This is an optimization exercise on Yosys and OpenROAD, whose aim is small area and a short achievable clock period, not a production implementation.
RTL that was checked went through simulation tests only; none was proved equivalent to the original.
No functional check of the RTL was part of run 2.
Power and IR drop assume default switching activity.

==> flow/design.v, too long to show whole: its modules and the start of the top module <==
// module matrix_multiplier: 1435 lines
// module mm_fa: 4 lines
// module mm_xn: 3 lines
// module mm_or: 3 lines
module matrix_multiplier #(
  parameter int DATA_WIDTH = 8,
  parameter int A_ROWS = 2,
  parameter int B_COLUMNS = 2,
  parameter int A_COLUMNS_B_ROWS = 2,
  parameter int C_DATA_WIDTH = (2 * DATA_WIDTH) + $clog2(A_COLUMNS_B_ROWS)
) (
  input                           clk_i,
  input                           reset_i,
  input                           valid_i,
  output logic                    valid_o,
  input        [A_ROWS * A_COLUMNS_B_ROWS * DATA_WIDTH-1:0]   a_i,
  input        [A_COLUMNS_B_ROWS * B_COLUMNS * DATA_WIDTH-1:0] b_i,
  output logic [A_ROWS * B_COLUMNS * C_DATA_WIDTH-1:0]         c_o
);
  // ...
==> flow/flow/run.sh <==
#!/bin/bash
# Own flow: the standard layout (standard.sh), with the ports buffered by
# plain buf_1 cells instead of the delay-buffer cell buffer_ports picks itself
# (every input and output port still gets its own buffer), and a clock tree
# built without dummy loads.
set -euo pipefail
export BUFFER_PORTS_ARGS="-buffer_cell sky130_fd_sc_hd__buf_1"
export CTS_ARGS="-sink_clustering_enable -repair_clock_nets -sink_clustering_size 28 -sink_clustering_max_diameter 80 -dont_use_dummy_load"
bash standard.sh > standard.log 2>&1
==> flow/standard.sh <==
#!/bin/bash
# synth_recipe.tcl (not shown) runs the flow's synth.tcl, then flattens the netlist and writes it again
# the make line also repeats each setting of config.mk as NAME=value (left out here)
make -C /OpenROAD-flow-scripts/flow DESIGN_CONFIG=/design/flow/config.mk WORK_HOME=/design/flow/orfs CLKGATE_MAP_FILE= SYNTH_SCRIPT=/design/flow/synth_recipe.tcl "${@:-finish}"
==> flow/config.mk <==
export PLATFORM = sky130hd
export DESIGN_NAME = matrix_multiplier
export DESIGN_NICKNAME = matrix_multiplier
export VERILOG_FILES = /design/flow/design.v
export SDC_FILE = /design/flow/constraint.sdc
export NUM_CORES = 4
export LEC_CHECK = 0
export ABC_CLOCK_PERIOD_IN_PS = 2350
export CAP_MARGIN = 20
export CORE_MARGIN = 2
export CORE_UTILIZATION = 40
export CTS_CLUSTER_DIAMETER = 80
export CTS_CLUSTER_SIZE = 28
export SETUP_SLACK_MARGIN = 4.45
export SLEW_MARGIN = 20
export SYNTH_HIERARCHICAL = 1
==> flow/constraint.sdc <==
create_clock -name core_clock -period 6.8 [get_ports {clk_i}]
set_input_delay 1.3600 -clock core_clock [delete_from_list [all_inputs] [get_ports {clk_i}]]
set_output_delay 1.3600 -clock core_clock [all_outputs]
set_load 0.01 [all_outputs]
==> flow_summary.yaml, run 1 <==
grt:
  grt-ovfl-total: 0
  busiest_layer: "met2"
clock_tree:
  clkLatencyLatePin_ns: 0.62
  cts_num_sinks: 444
  clockBufferDepth: 3
  clk_root_buffer_cell: "clkbuf_16"
  cts_hold_buf: 0
placed_design:
  dp_hpwl_um: 35500
  dp_cells: 2571
pwr:
  peakVddDrop_mv: 0.236
  power.total_mw: 9.87
  p_int_mw: 6.37
  powerClk_mw: 1.59
setup_path:
  rr_startpoint: "b_q[30]$_DFF_P_"
  critPathBufInv: 1
  cp.depth: 1
  reg2reg_slack_ns: 4.42
  reg2reg_depth: 5
floorplan:
  fp.coreArea_mm2: 0.0549
  die_height_um: 239
logic_synthesis:
  syn_inst: 1860
  synth_area_leaders: "dfxtp_1 40%, fa_1 37%, nand2_1 8.8%"
  ys_seq_area_frac: 0.402
  synth-xor-area-share: 0.0277
  ys.flop_type: "dfxtp_1"
route:
  top_layer_used: "met4"
  drcViolationCount: 0
  routedWlPerCell_um: 19.7
  vias: 14000
timing:
  timing.hold.ws_ns: 0.320
  tns_ns: 0
  layout_min_cycle_time_ns: 2.45
hold_path:
  hold_path.class: "reg -> reg"
cells_and_area:
  finish.utilization: 0.469
  drive_gt1_frac: 0.161
  nNonClkInverters: 37
  final-nonclk-buf-share: 0.0859
  flops_and_latches: 444
  seq_area_frac: 0.356
  signal_buffers: 256
  layout_commonest_cell: "nand2_1"
status:
  status: "finished clean"
==> run 2: changes to the inputs <==
--- a/flow/design.v
+++ b/flow/design.v
@@ -1101,24 +1101,332 @@
   mm_fa u_s3_1649 (.a(s3_1631), .b(r3e3_1579), .c(c3_1630), .s(s3_1649), .co(c3_1650));
   mm_fa u_s3_1651 (.a(s3_1633), .b(c3_1612), .c(c3_1632), .s(s3_1651), .co(c3_1652));
   mm_fa u_s3_1653 (.a(s3_1635), .b(c3_1616), .c(c3_1634), .s(s3_1653), .co(c3_1654));
   mm_fa u_s3_1655 (.a(s3_1637), .b(c3_1620), .c(c3_1636), .s(s3_1655), .co(c3_1656));
   mm_fa u_s3_1657 (.a(s3_1639), .b(c3_1622), .c(c3_1638), .s(s3_1657), .co(c3_1658));
   mm_fa u_s3_1659 (.a(s3_1641), .b(c3_1624), .c(c3_1640), .s(s3_1659), .co(c3_1660));
   mm_fa u_s3_1661 (.a(r3e3_1603), .b(r3e3_1604), .c(c3_1642), .s(s3_1661), .co(c3_1662));
   mm_fa u_s3_1663 (.a(r3e3_1605), .b(r3e3_1606), .c(r3e3_1607), .s(s3_1663), .co(c3_1664));
-  wire [17:0] sum0n = {1'b1, cse0_422, cse0_420, cse0_418, cse0_416, cse0_414, cse0_412, cse0_410, cse0_408, cse0_406, cse0_404, cse0_402, cse0_400, cse0_399, cse0_398, cse0_397, cse0_396, 1'b1} + {1'b1, cse0_423, cse0_421, cse0_419, cse0_417, cse0_415, cse0_413, cse0_411, cse0_409, cse0_407, cse0_405, cse0_403, cse0_401, 1'b1, 1'b1, 1'b1, 1'b1, 1'b1};
-  wire [16:0] sum0 = ~sum0n[17:1];
-  wire [17:0] sum1n = {1'b1, cse1_845, cse1_843, cse1_841, cse1_839, cse1_837, cse1_835, cse1_833, cse1_831, cse1_829, cse1_827, cse1_825, cse1_823, cse1_822, cse1_821, cse1_820, cse1_819, 1'b1} + {1'b1, cse1_846, cse1_844, cse1_842, cse1_840, cse1_838, cse1_836, cse1_834, cse1_832, cse1_830, cse1_828, cse1_826, cse1_824, 1'b1, 1'b1, 1'b1, 1'b1, 1'b1};
-  wire [16:0] sum1 = ~sum1n[17:1];
-  wire [17:0] sum2n = {1'b1, cse2_1268, cse2_1266, cse2_1264, cse2_1262, cse2_1260, cse2_1258, cse2_1256, cse2_1254, cse2_1252, cse2_1250, cse2_1248, cse2_1246, cse2_1245, cse2_1244, cse2_1243, cse2_1242, 1'b1} + {1'b1, cse2_1269, cse2_1267, cse2_1265, cse2_1263, cse2_1261, cse2_1259, cse2_1257, cse2_1255, cse2_1253, cse2_1251, cse2_1249, cse2_1247, 1'b1, 1'b1, 1'b1, 1'b1, 1'b1};
-  wire [16:0] sum2 = ~sum2n[17:1];
-  wire [17:0] sum3n = {1'b1, cse3_1691, cse3_1689, cse3_1687, cse3_1685, cse3_1683, cse3_1681, cse3_1679, cse3_1677, cse3_1675, cse3_1673, cse3_1671, cse3_1669, cse3_1668, cse3_1667, cse3_1666, cse3_1665, 1'b1} + {1'b1, cse3_1692, cse3_1690, cse3_1688, cse3_1686, cse3_1684, cse3_1682, cse3_1680, cse3_1678, cse3_1676, cse3_1674, cse3_1672, cse3_1670, 1'b1, 1'b1, 1'b1, 1'b1, 1'b1};
-  wire [16:0] sum3 = ~sum3n[17:1];
+  wire a0_g0 = 1'b1 & 1'b1;
+  wire a0_p0 = 1'b1 ^ 1'b1;
+  wire a0_g1 = cse0_400 & cse0_401;
+  wire a0_p1 = cse0_400 ^ cse0_401;
+  wire a0_g2 = cse0_402 & cse0_403;
+  wire a0_p2 = cse0_402 ^ cse0_403;
+  wire a0_g3 = cse0_404 & cse0_405;
+  wire a0_p3 = cse0_404 ^ cse0_405;
+  wire a0_g4 = cse0_406 & cse0_407;
+  wire a0_p4 = cse0_406 ^ cse0_407;
+  wire a0_g5 = cse0_408 & cse0_409;
+  wire a0_p5 = cse0_408 ^ cse0_409;
+  wire a0_g6 = cse0_410 & cse0_411;
+  wire a0_p6 = cse0_410 ^ cse0_411;
+  wire a0_g7 = cse0_412 & cse0_413;
+  wire a0_p7 = cse0_412 ^ cse0_413;
+  wire a0_g8 = cse0_414 & cse0_415;
+  wire a0_p8 = cse0_414 ^ cse0_415;
+  wire a0_g9 = cse0_416 & cse0_417;
+  wire a0_p9 = cse0_416 ^ cse0_417;
+  wire a0_g10 = cse0_418 & cse0_419;
+  wire a0_p10 = cse0_418 ^ cse0_419;
+  wire a0_g11 = cse0_420 & cse0_421;
+  wire a0_p11 = cse0_420 ^ cse0_421;
+  wire a0_g12 = cse0_422 & cse0_423;
+  wire a0_p12 = cse0_422 ^ cse0_423;
+  wire a0_g13 = 1'b1 & 1'b1;
+  wire a0_p13 = 1'b1 ^ 1'b1;
+  wire a0_G1 = a0_g1 | (a0_p1 & a0_g0);
+  wire a0_P1 = a0_p1 & a0_p0;
+  wire a0_G2 = a0_g3 | (a0_p3 & a0_g2);
+  wire a0_P2 = a0_p3 & a0_p2;
+  wire a0_G3 = a0_g5 | (a0_p5 & a0_g4);
+  wire a0_P3 = a0_p5 & a0_p4;
+  wire a0_G4 = a0_g7 | (a0_p7 & a0_g6);
+  wire a0_P4 = a0_p7 & a0_p6;
+  wire a0_G5 = a0_g9 | (a0_p9 & a0_g8);
+  wire a0_P5 = a0_p9 & a0_p8;
+  wire a0_G6 = a0_g11 | (a0_p11 & a0_g10);
+  wire a0_P6 = a0_p11 & a0_p10;
+  wire a0_G7 = a0_g13 | (a0_p13 & a0_g12);
+  wire a0_P7 = a0_p13 & a0_p12;
+  wire a0_G8 = a0_g2 | (a0_p2 & a0_G1);
+  wire a0_P8 = a0_p2 & a0_P1;
+  wire a0_G9 = a0_G2 | (a0_P2 & a0_G1);
+  wire a0_P9 = a0_P2 & a0_P1;
+  wire a0_G10 = a0_g6 | (a0_p6 & a0_G3);
+  wire a0_P10 = a0_p6 & a0_P3;
+  wire a0_G11 = a0_G4 | (a0_P4 & a0_G3);
+  wire a0_P11 = a0_P4 & a0_P3;
+  wire a0_G12 = a0_g10 | (a0_p10 & a0_G5);
+  wire a0_P12 = a0_p10 & a0_P5;
+  wire a0_G13 = a0_G6 | (a0_P6 & a0_G5);
+  wire a0_P13 = a0_P6 & a0_P5;
+  wire a0_G14 = a0_g4 | (a0_p4 & a0_G9);
+  wire a0_P14 = a0_p4 & a0_P9;
+  wire a0_G15 = a0_G3 | (a0_P3 & a0_G9);
+  wire a0_P15 = a0_P3 & a0_P9;
+  wire a0_G16 = a0_G10 | (a0_P10 & a0_G9);
+  wire a0_P16 = a0_P10 & a0_P9;
+  wire a0_G17 = a0_G11 | (a0_P11 & a0_G9);
+  wire a0_P17 = a0_P11 & a0_P9;
+  wire a0_G18 = a0_g12 | (a0_p12 & a0_G13);
+  wire a0_P18 = a0_p12 & a0_P13;
+  wire a0_G19 = a0_G7 | (a0_P7 & a0_G13);
+  wire a0_P19 = a0_P7 & a0_P13;
+  wire a0_G20 = a0_g8 | (a0_p8 & a0_G17);
+  wire a0_P20 = a0_p8 & a0_P17;
+  wire a0_G21 = a0_G5 | (a0_P5 & a0_G17);
+  wire a0_P21 = a0_P5 & a0_P17;
+  wire a0_G22 = a0_G12 | (a0_P12 & a0_G17);
+  wire a0_P22 = a0_P12 & a0_P17;
+  wire a0_G23 = a0_G13 | (a0_P13 & a0_G17);
+  wire a0_P23 = a0_P13 & a0_P17;
+  wire a0_G24 = a0_G18 | (a0_P18 & a0_G17);
+  wire a0_P24 = a0_P18 & a0_P17;
+  wire a0_G25 = a0_G19 | (a0_P19 & a0_G17);
+  wire a0_P25 = a0_P19 & a0_P17;
+  wire [16:0] sum0 = {~(a0_p13 ^ a0_G24), ~(a0_p12 ^ a0_G23), ~(a0_p11 ^ a0_G22), ~(a0_p10 ^ a0_G21), ~(a0_p9 ^ a0_G20), ~(a0_p8 ^ a0_G17), ~(a0_p7 ^ a0_G16), ~(a0_p6 ^ a0_G15), ~(a0_p5 ^ a0_G14), ~(a0_p4 ^ a0_G9), ~(a0_p3 ^ a0_G8), ~(a0_p2 ^ a0_G1), ~(a0_p1 ^ a0_g0), ~cse0_399, ~cse0_398, ~cse0_397, ~cse0_396};
+  wire a1_g0 = 1'b1 & 1'b1;
+  wire a1_p0 = 1'b1 ^ 1'b1;
+  wire a1_g1 = cse1_823 & cse1_824;
+  wire a1_p1 = cse1_823 ^ cse1_824;
+  wire a1_g2 = cse1_825 & cse1_826;
+  wire a1_p2 = cse1_825 ^ cse1_826;
+  wire a1_g3 = cse1_827 & cse1_828;
+  wire a1_p3 = cse1_827 ^ cse1_828;
+  wire a1_g4 = cse1_829 & cse1_830;
+  wire a1_p4 = cse1_829 ^ cse1_830;
+  wire a1_g5 = cse1_831 & cse1_832;
+  wire a1_p5 = cse1_831 ^ cse1_832;
+  wire a1_g6 = cse1_833 & cse1_834;
+  wire a1_p6 = cse1_833 ^ cse1_834;
+  wire a1_g7 = cse1_835 & cse1_836;
+  wire a1_p7 = cse1_835 ^ cse1_836;
+  wire a1_g8 = cse1_837 & cse1_838;
+  wire a1_p8 = cse1_837 ^ cse1_838;
+  wire a1_g9 = cse1_839 & cse1_840;
+  wire a1_p9 = cse1_839 ^ cse1_840;
+  wire a1_g10 = cse1_841 & cse1_842;
+  wire a1_p10 = cse1_841 ^ cse1_842;
+  wire a1_g11 = cse1_843 & cse1_844;
+  wire a1_p11 = cse1_843 ^ cse1_844;
+  wire a1_g12 = cse1_845 & cse1_846;
+  wire a1_p12 = cse1_845 ^ cse1_846;
+  wire a1_g13 = 1'b1 & 1'b1;
+  wire a1_p13 = 1'b1 ^ 1'b1;
+  wire a1_G1 = a1_g1 | (a1_p1 & a1_g0);
+  wire a1_P1 = a1_p1 & a1_p0;
+  wire a1_G2 = a1_g3 | (a1_p3 & a1_g2);
+  wire a1_P2 = a1_p3 & a1_p2;
+  wire a1_G3 = a1_g5 | (a1_p5 & a1_g4);
+  wire a1_P3 = a1_p5 & a1_p4;
+  wire a1_G4 = a1_g7 | (a1_p7 & a1_g6);
+  wire a1_P4 = a1_p7 & a1_p6;
+  wire a1_G5 = a1_g9 | (a1_p9 & a1_g8);
+  wire a1_P5 = a1_p9 & a1_p8;
+  wire a1_G6 = a1_g11 | (a1_p11 & a1_g10);
+  wire a1_P6 = a1_p11 & a1_p10;
+  wire a1_G7 = a1_g13 | (a1_p13 & a1_g12);
+  wire a1_P7 = a1_p13 & a1_p12;
+  wire a1_G8 = a1_g2 | (a1_p2 & a1_G1);
+  wire a1_P8 = a1_p2 & a1_P1;
+  wire a1_G9 = a1_G2 | (a1_P2 & a1_G1);
+  wire a1_P9 = a1_P2 & a1_P1;
+  wire a1_G10 = a1_g6 | (a1_p6 & a1_G3);
+  wire a1_P10 = a1_p6 & a1_P3;
+  wire a1_G11 = a1_G4 | (a1_P4 & a1_G3);
+  wire a1_P11 = a1_P4 & a1_P3;
+  wire a1_G12 = a1_g10 | (a1_p10 & a1_G5);
+  wire a1_P12 = a1_p10 & a1_P5;
+  wire a1_G13 = a1_G6 | (a1_P6 & a1_G5);
+  wire a1_P13 = a1_P6 & a1_P5;
+  wire a1_G14 = a1_g4 | (a1_p4 & a1_G9);
+  wire a1_P14 = a1_p4 & a1_P9;
+  wire a1_G15 = a1_G3 | (a1_P3 & a1_G9);
+  wire a1_P15 = a1_P3 & a1_P9;
+  wire a1_G16 = a1_G10 | (a1_P10 & a1_G9);
+  wire a1_P16 = a1_P10 & a1_P9;
+  wire a1_G17 = a1_G11 | (a1_P11 & a1_G9);
+  wire a1_P17 = a1_P11 & a1_P9;
+  wire a1_G18 = a1_g12 | (a1_p12 & a1_G13);
+  wire a1_P18 = a1_p12 & a1_P13;
+  wire a1_G19 = a1_G7 | (a1_P7 & a1_G13);
+  wire a1_P19 = a1_P7 & a1_P13;
+  wire a1_G20 = a1_g8 | (a1_p8 & a1_G17);
+  wire a1_P20 = a1_p8 & a1_P17;
+  wire a1_G21 = a1_G5 | (a1_P5 & a1_G17);
+  wire a1_P21 = a1_P5 & a1_P17;
+  wire a1_G22 = a1_G12 | (a1_P12 & a1_G17);
+  wire a1_P22 = a1_P12 & a1_P17;
+  wire a1_G23 = a1_G13 | (a1_P13 & a1_G17);
+  wire a1_P23 = a1_P13 & a1_P17;
+  wire a1_G24 = a1_G18 | (a1_P18 & a1_G17);
+  wire a1_P24 = a1_P18 & a1_P17;
+  wire a1_G25 = a1_G19 | (a1_P19 & a1_G17);
+  wire a1_P25 = a1_P19 & a1_P17;
+  wire [16:0] sum1 = {~(a1_p13 ^ a1_G24), ~(a1_p12 ^ a1_G23), ~(a1_p11 ^ a1_G22), ~(a1_p10 ^ a1_G21), ~(a1_p9 ^ a1_G20), ~(a1_p8 ^ a1_G17), ~(a1_p7 ^ a1_G16), ~(a1_p6 ^ a1_G15), ~(a1_p5 ^ a1_G14), ~(a1_p4 ^ a1_G9), ~(a1_p3 ^ a1_G8), ~(a1_p2 ^ a1_G1), ~(a1_p1 ^ a1_g0), ~cse1_822, ~cse1_821, ~cse1_820, ~cse1_819};
+  wire a2_g0 = 1'b1 & 1'b1;
+  wire a2_p0 = 1'b1 ^ 1'b1;
+  wire a2_g1 = cse2_1246 & cse2_1247;
+  wire a2_p1 = cse2_1246 ^ cse2_1247;
+  wire a2_g2 = cse2_1248 & cse2_1249;
+  wire a2_p2 = cse2_1248 ^ cse2_1249;
+  wire a2_g3 = cse2_1250 & cse2_1251;
+  wire a2_p3 = cse2_1250 ^ cse2_1251;
+  wire a2_g4 = cse2_1252 & cse2_1253;
+  wire a2_p4 = cse2_1252 ^ cse2_1253;
+  wire a2_g5 = cse2_1254 & cse2_1255;
+  wire a2_p5 = cse2_1254 ^ cse2_1255;
+  wire a2_g6 = cse2_1256 & cse2_1257;
+  wire a2_p6 = cse2_1256 ^ cse2_1257;
+  wire a2_g7 = cse2_1258 & cse2_1259;
+  wire a2_p7 = cse2_1258 ^ cse2_1259;
+  wire a2_g8 = cse2_1260 & cse2_1261;
+  wire a2_p8 = cse2_1260 ^ cse2_1261;
+  wire a2_g9 = cse2_1262 & cse2_1263;
+  wire a2_p9 = cse2_1262 ^ cse2_1263;
+  wire a2_g10 = cse2_1264 & cse2_1265;
+  wire a2_p10 = cse2_1264 ^ cse2_1265;
+  wire a2_g11 = cse2_1266 & cse2_1267;
+  wire a2_p11 = cse2_1266 ^ cse2_1267;
+  wire a2_g12 = cse2_1268 & cse2_1269;
+  wire a2_p12 = cse2_1268 ^ cse2_1269;
+  wire a2_g13 = 1'b1 & 1'b1;
+  wire a2_p13 = 1'b1 ^ 1'b1;
+  wire a2_G1 = a2_g1 | (a2_p1 & a2_g0);
+  wire a2_P1 = a2_p1 & a2_p0;
+  wire a2_G2 = a2_g3 | (a2_p3 & a2_g2);
+  wire a2_P2 = a2_p3 & a2_p2;
+  wire a2_G3 = a2_g5 | (a2_p5 & a2_g4);
+  wire a2_P3 = a2_p5 & a2_p4;
+  wire a2_G4 = a2_g7 | (a2_p7 & a2_g6);
+  wire a2_P4 = a2_p7 & a2_p6;
+  wire a2_G5 = a2_g9 | (a2_p9 & a2_g8);
+  wire a2_P5 = a2_p9 & a2_p8;
+  wire a2_G6 = a2_g11 | (a2_p11 & a2_g10);
+  wire a2_P6 = a2_p11 & a2_p10;
+  wire a2_G7 = a2_g13 | (a2_p13 & a2_g12);
+  wire a2_P7 = a2_p13 & a2_p12;
+  wire a2_G8 = a2_g2 | (a2_p2 & a2_G1);
+  wire a2_P8 = a2_p2 & a2_P1;
+  wire a2_G9 = a2_G2 | (a2_P2 & a2_G1);
+  wire a2_P9 = a2_P2 & a2_P1;
+  wire a2_G10 = a2_g6 | (a2_p6 & a2_G3);
+  wire a2_P10 = a2_p6 & a2_P3;
+  wire a2_G11 = a2_G4 | (a2_P4 & a2_G3);
+  wire a2_P11 = a2_P4 & a2_P3;
+  wire a2_G12 = a2_g10 | (a2_p10 & a2_G5);
+  wire a2_P12 = a2_p10 & a2_P5;
+  wire a2_G13 = a2_G6 | (a2_P6 & a2_G5);
+  wire a2_P13 = a2_P6 & a2_P5;
+  wire a2_G14 = a2_g4 | (a2_p4 & a2_G9);
+  wire a2_P14 = a2_p4 & a2_P9;
+  wire a2_G15 = a2_G3 | (a2_P3 & a2_G9);
+  wire a2_P15 = a2_P3 & a2_P9;
+  wire a2_G16 = a2_G10 | (a2_P10 & a2_G9);
+  wire a2_P16 = a2_P10 & a2_P9;
+  wire a2_G17 = a2_G11 | (a2_P11 & a2_G9);
+  wire a2_P17 = a2_P11 & a2_P9;
+  wire a2_G18 = a2_g12 | (a2_p12 & a2_G13);
+  wire a2_P18 = a2_p12 & a2_P13;
+  wire a2_G19 = a2_G7 | (a2_P7 & a2_G13);
+  wire a2_P19 = a2_P7 & a2_P13;
+  wire a2_G20 = a2_g8 | (a2_p8 & a2_G17);
+  wire a2_P20 = a2_p8 & a2_P17;
+  wire a2_G21 = a2_G5 | (a2_P5 & a2_G17);
+  wire a2_P21 = a2_P5 & a2_P17;
+  wire a2_G22 = a2_G12 | (a2_P12 & a2_G17);
+  wire a2_P22 = a2_P12 & a2_P17;
+  wire a2_G23 = a2_G13 | (a2_P13 & a2_G17);
+  wire a2_P23 = a2_P13 & a2_P17;
+  wire a2_G24 = a2_G18 | (a2_P18 & a2_G17);
+  wire a2_P24 = a2_P18 & a2_P17;
+  wire a2_G25 = a2_G19 | (a2_P19 & a2_G17);
+  wire a2_P25 = a2_P19 & a2_P17;
+  wire [16:0] sum2 = {~(a2_p13 ^ a2_G24), ~(a2_p12 ^ a2_G23), ~(a2_p11 ^ a2_G22), ~(a2_p10 ^ a2_G21), ~(a2_p9 ^ a2_G20), ~(a2_p8 ^ a2_G17), ~(a2_p7 ^ a2_G16), ~(a2_p6 ^ a2_G15), ~(a2_p5 ^ a2_G14), ~(a2_p4 ^ a2_G9), ~(a2_p3 ^ a2_G8), ~(a2_p2 ^ a2_G1), ~(a2_p1 ^ a2_g0), ~cse2_1245, ~cse2_1244, ~cse2_1243, ~cse2_1242};
+  wire a3_g0 = 1'b1 & 1'b1;
+  wire a3_p0 = 1'b1 ^ 1'b1;
+  wire a3_g1 = cse3_1669 & cse3_1670;
+  wire a3_p1 = cse3_1669 ^ cse3_1670;
+  wire a3_g2 = cse3_1671 & cse3_1672;
+  wire a3_p2 = cse3_1671 ^ cse3_1672;
+  wire a3_g3 = cse3_1673 & cse3_1674;
+  wire a3_p3 = cse3_1673 ^ cse3_1674;
+  wire a3_g4 = cse3_1675 & cse3_1676;
+  wire a3_p4 = cse3_1675 ^ cse3_1676;
+  wire a3_g5 = cse3_1677 & cse3_1678;
+  wire a3_p5 = cse3_1677 ^ cse3_1678;
+  wire a3_g6 = cse3_1679 & cse3_1680;
+  wire a3_p6 = cse3_1679 ^ cse3_1680;
+  wire a3_g7 = cse3_1681 & cse3_1682;
+  wire a3_p7 = cse3_1681 ^ cse3_1682;
+  wire a3_g8 = cse3_1683 & cse3_1684;
+  wire a3_p8 = cse3_1683 ^ cse3_1684;
+  wire a3_g9 = cse3_1685 & cse3_1686;
+  wire a3_p9 = cse3_1685 ^ cse3_1686;
+  wire a3_g10 = cse3_1687 & cse3_1688;
+  wire a3_p10 = cse3_1687 ^ cse3_1688;
+  wire a3_g11 = cse3_1689 & cse3_1690;
+  wire a3_p11 = cse3_1689 ^ cse3_1690;
+  wire a3_g12 = cse3_1691 & cse3_1692;
+  wire a3_p12 = cse3_1691 ^ cse3_1692;
+  wire a3_g13 = 1'b1 & 1'b1;
+  wire a3_p13 = 1'b1 ^ 1'b1;
+  wire a3_G1 = a3_g1 | (a3_p1 & a3_g0);
+  wire a3_P1 = a3_p1 & a3_p0;
+  wire a3_G2 = a3_g3 | (a3_p3 & a3_g2);
+  wire a3_P2 = a3_p3 & a3_p2;
+  wire a3_G3 = a3_g5 | (a3_p5 & a3_g4);
+  wire a3_P3 = a3_p5 & a3_p4;
+  wire a3_G4 = a3_g7 | (a3_p7 & a3_g6);
+  wire a3_P4 = a3_p7 & a3_p6;
+  wire a3_G5 = a3_g9 | (a3_p9 & a3_g8);
+  wire a3_P5 = a3_p9 & a3_p8;
+  wire a3_G6 = a3_g11 | (a3_p11 & a3_g10);
+  wire a3_P6 = a3_p11 & a3_p10;
+  wire a3_G7 = a3_g13 | (a3_p13 & a3_g12);
+  wire a3_P7 = a3_p13 & a3_p12;
+  wire a3_G8 = a3_g2 | (a3_p2 & a3_G1);
+  wire a3_P8 = a3_p2 & a3_P1;
+  wire a3_G9 = a3_G2 | (a3_P2 & a3_G1);
+  wire a3_P9 = a3_P2 & a3_P1;
+  wire a3_G10 = a3_g6 | (a3_p6 & a3_G3);
+  wire a3_P10 = a3_p6 & a3_P3;
+  wire a3_G11 = a3_G4 | (a3_P4 & a3_G3);
+  wire a3_P11 = a3_P4 & a3_P3;
+  wire a3_G12 = a3_g10 | (a3_p10 & a3_G5);
+  wire a3_P12 = a3_p10 & a3_P5;
+  wire a3_G13 = a3_G6 | (a3_P6 & a3_G5);
+  wire a3_P13 = a3_P6 & a3_P5;
+  wire a3_G14 = a3_g4 | (a3_p4 & a3_G9);
+  wire a3_P14 = a3_p4 & a3_P9;
+  wire a3_G15 = a3_G3 | (a3_P3 & a3_G9);
+  wire a3_P15 = a3_P3 & a3_P9;
+  wire a3_G16 = a3_G10 | (a3_P10 & a3_G9);
+  wire a3_P16 = a3_P10 & a3_P9;
+  wire a3_G17 = a3_G11 | (a3_P11 & a3_G9);
+  wire a3_P17 = a3_P11 & a3_P9;
+  wire a3_G18 = a3_g12 | (a3_p12 & a3_G13);
+  wire a3_P18 = a3_p12 & a3_P13;
+  wire a3_G19 = a3_G7 | (a3_P7 & a3_G13);
+  wire a3_P19 = a3_P7 & a3_P13;
+  wire a3_G20 = a3_g8 | (a3_p8 & a3_G17);
+  wire a3_P20 = a3_p8 & a3_P17;
+  wire a3_G21 = a3_G5 | (a3_P5 & a3_G17);
+  wire a3_P21 = a3_P5 & a3_P17;
+  wire a3_G22 = a3_G12 | (a3_P12 & a3_G17);
+  wire a3_P22 = a3_P12 & a3_P17;
+  wire a3_G23 = a3_G13 | (a3_P13 & a3_G17);
+  wire a3_P23 = a3_P13 & a3_P17;
+  wire a3_G24 = a3_G18 | (a3_P18 & a3_G17);
+  wire a3_P24 = a3_P18 & a3_P17;
+  wire a3_G25 = a3_G19 | (a3_P19 & a3_G17);
+  wire a3_P25 = a3_P19 & a3_P17;
+  wire [16:0] sum3 = {~(a3_p13 ^ a3_G24), ~(a3_p12 ^ a3_G23), ~(a3_p11 ^ a3_G22), ~(a3_p10 ^ a3_G21), ~(a3_p9 ^ a3_G20), ~(a3_p8 ^ a3_G17), ~(a3_p7 ^ a3_G16), ~(a3_p6 ^ a3_G15), ~(a3_p5 ^ a3_G14), ~(a3_p4 ^ a3_G9), ~(a3_p3 ^ a3_G8), ~(a3_p2 ^ a3_G1), ~(a3_p1 ^ a3_g0), ~cse3_1668, ~cse3_1667, ~cse3_1666, ~cse3_1665};
   logic [3:0] v_q;
   always_ff @(posedge clk_i) begin
     if (reset_i) v_q <= '0;
     else v_q <= {v_q[2:0], valid_i};
   end
   assign valid_o = v_q[3];
   always_ff @(posedge clk_i) begin
     a_q <= a_i;
==> flow/flow/run.sh (replaced) <==
#!/bin/bash
# Own flow: the standard layout (standard.sh), with the ports buffered by
# plain buf_1 cells instead of the delay-buffer cell buffer_ports picks itself.
# Every input and output port still gets its own buffer.
set -euo pipefail
export BUFFER_PORTS_ARGS="-buffer_cell sky130_fd_sc_hd__buf_1"
bash standard.sh > standard.log 2>&1
==> flow/config.mk (replaced) <==
export PLATFORM = sky130hd
export DESIGN_NAME = matrix_multiplier
export DESIGN_NICKNAME = matrix_multiplier
export VERILOG_FILES = /design/flow/design.v
export SDC_FILE = /design/flow/constraint.sdc
export NUM_CORES = 4
export LEC_CHECK = 0
export ABC_CLOCK_PERIOD_IN_PS = 2400
export CAP_MARGIN = 20
export CORE_MARGIN = 2
export CORE_UTILIZATION = 40
export SETUP_SLACK_MARGIN = 4.4
export SLEW_MARGIN = 20
export SYNTH_HIERARCHICAL = 1
==> flow_summary.yaml, run 2 <==
timing:
  slew_headroom: 0.703
  drv_slew: 0
  max_freq_mhz: 422
  layout_min_cycle_time_ns: 2.37
  setup_slack_ns: 4.43
  tightest_slew_ns: 0.446
  finClkSkew_ns: 0.0192
  setup_viol: 0
  rsz0062_at_grt: "true"
  hold_viol: 0
  timing.final.crit_share: 0.349
  tns_ns: 0
cells_and_area:
  top_register: "c_o"
  largest_reg_flops: 68
  layout_commonest_cell: "nand2_1"
  drive_gt1_frac: 0.132
  mostFrequentLayoutCells: "522 x nand2_1, 412 x fa_1, 347 x dfxtp_1"
  nNetsFinal: 2389
  antenna_cells: 0
  largestRegisters: "c_o x68, a_q x32, b_q x32"
  area_delta_synth_final_pct: 14.2
clock_tree:
  cts_tree: "yes"
  clk_root_buffer_cell: "clkbuf_16"
  clockBufferDepth: 3
  cts_hold_buf: 0
  cts_buffers: 47
  cts_num_sinks: 444
  h-tree-depth: 2
  clkLatencyLatePin_ns: 0.58
  cts.clk_slew.worst_paths_ns: 0.06
pwr:
  p_clk_frac: 0.249
  peakVddDrop_mv: 0.216
  netSwitchingFraction: 0.334
  power.share.sequential: 0.392
  leakagePower_nw: 9.38
  p_per_area_mw_per_mm2: 418
  p_switching_mw: 3.47
  p_int_mw: 6.93
  comb_power_share: 0.359
route:
  vias: 12900
  routedWlPerCell_um: 18.7
  drcViolationCount: 0
  drt-total-wl_um: 48400
  drtIter0Drc: 870
  via_per_inst: 4.97
  ant_nets: 0
  dr.pass1.iters: 5
setup_path:
  path_max_fanout: 1
  slowest_stage: "dfxtp_2"
  crit_chain: "buf_6"
  rr_startpoint: "a_q[19]$_DFF_P_"
  worst_path_dominant_cell_family: "flip-flops"
  startpoint: "c_o[47]$_DFF_P_"
  reg2reg_slack_ns: 4.44
  cp.required_ns: 5.44
  path_class: "reg -> out"
  cp.arrival_ns: 1.01
  critPathBufInv: 1
  max_stage_delay_ns: 0.32
  start_kind: "flop"
  crit_path_end_kind: "output pin"
logic_synthesis:
  synth_top_family_by_area: "adder cells"
  yosysMostFrequentCell: "nand2_1"
  ys.flop_type: "dfxtp_1"
  synthDominantAreaCellType: "dfxtp_1"
  yosys.area_share.simple: 0.110
  yosys-top-cells-count: "522 x nand2_1, 444 x dfxtp_1, 412 x fa_1"
  synthAdderAreaFrac: 0.406
  syn_nets: 2330
  synth_compound_area_frac: 0.0172
  synth-xor-area-share: 0.0274
  ys_seq_area_frac: 0.408
  synth_area_leaders: "dfxtp_1 41%, fa_1 38%, nand2_1 9.0%"
  synth_area_per_cell_um2: 12.1
  yosysUniqueCellTypes: 31
  synth_edf_count: 0
  synth-async-reset-ratio: 0
  synthMuxAreaShare: 0
  ys_warn_count: 7
  synth-seq-cells: 444
  synth.cell_area_mm2: 0.0218
  synth_top_area_frac: 0.408
  syn_inst: 1803
placed_design:
  io_buffers: 135
  gp_routability_congestion: 0.830
  dpl_worst_slack_ns: 4.01
  dp_hpwl_um: 35000
job:
  maxCapViolations: 0
floorplan:
  die_area_mm2: 0.0563
  fp.coreArea_mm2: 0.0538
  ios: 136
  row_count: 85
  die_height_um: 237
  die_x_um: 237
  start_util: 0.405
grt:
  grt_pass1_vias: 14300
  antenna_found_initial: 1
  grt-ovfl-total: 0
  track_usage: 0.178
  grt_max_degree: 17
  grt_pass1_wl_um: 77200
status:
  status: "finished clean"
hold_path:
  worstHoldStart: "r3e3_1608$_DFF_P_"
  hold_path.class: "reg -> reg"
-- run 2: through the flow --
stage	hold WS (ns)	area [um2]	util	instances	total power [mW]
floorplan	0.310	21900	-	1803	6.65
global placement	0.310	22700	0.421	2506	7.70
detailed placement	0.312	22700	0.421	2506	7.79
CTS	0.324	24800	0.460	2588	10.6
global route	0.330	24900	0.462	2591	11.3
finish	0.325	24900	0.462	2591	10.4
-- run 2: logic make-up after synthesis --
logic type | count (synthesis)
adder cells (fa/ha/maj) | 460
XOR/XNOR | 68
buffers and inverters | 181
AND/OR/NAND/NOR | 592
flip-flops | 444
AO/OA/AOI/OAI | 58
-- run 2: routing by layer --
layer / global-route usage / vias to the layer above / routed length (um)
met5: 0 / - / 0
li1: - / 5554 / -
met2: 0.290 / 581 / 23100
met3: 0.0391 / 128 / 3610
met1: 0.229 / 6627 / 20000
met4: 0.0762 / 0 / 1690
-- run 2: area by class of cell --
type / count / area [um2]
Clock inverter: 19 / 220
Multi-Input combinational cell: 1178 / 12200
Tap cell: 696 / 871
Clock buffer: 63 / 1360
Inverter: 53 / 199
Timing Repair Buffer: 138 / 853
Fill cell: 4842 / 28900
Sequential cell: 444 / 9170
-- run 2: path summary, 6_finish.rpt --
path / endpoint / depth (start not counted)
setup reg to reg: r3e2_1152$_DFF_P_ / 4
hold / removal: cse3_1691$_DFF_P_ / 0
hold reg to reg: cse3_1691$_DFF_P_ / 0
setup / recovery: c_o[47] / 1
-- run 2: what timing repair did --
action                     in CTS  in global routing
gates resized for setup       238                 28
setup endpoints to repair     202                 79
buffers inserted                0                  3
-- run 2: modules after synthesis (local to each module, per instance) --
| module | copies in the design | flip-flops and latches | cells |
|---|---|---|---|
| matrix_multiplier | 1 | 444 | 1331 |
| mm_fa | 400 | 0 | 1 |
| mm_xn | 36 | 0 | 1 |
| mm_or | 36 | 0 | 1 |
-- run 2: power groups by stage --
stage          Sequential (mW)  Clock [mW]  Combinational (mW)
5_1_grt                   4.18        2.78                4.37
4_1_cts                   4.10        2.67                3.86
2_1_floorplan             4.00           0                2.65
3_3_place_gp              4.11           0                3.59
6_report                  4.08        2.60                3.74
3_5_place_dp              4.12           0                3.67

## re-timing with driven ports
How much do the figures lean on ideal ports? The routed layouts below were timed once more, with nothing changed but the port constraints.
Step 1, drivers: a clkbuf_16 drives clk_i and a buf_2 each remaining input, both assumed.
Step 2 also shifts input and output timing later by t, the mid clock arrival at the registers, as if the neighbouring blocks saw the same clock.
Slacks: ideal / step 1 / step 2; pairs: ideal / step 1.
run	t, ns	slack for setup (ns)	hold slack, ns	clock arrival spread, ns
run 1	0.644	4.347 / 4.288 / 4.424	0.320 / 0.320 / 0.320	0.069 / 0.068
run 2	0.627	4.430 / 4.374 / 4.443	0.325 / 0.325 / 0.325	0.019 / 0.019
After both steps every run listed still meets setup and hold.
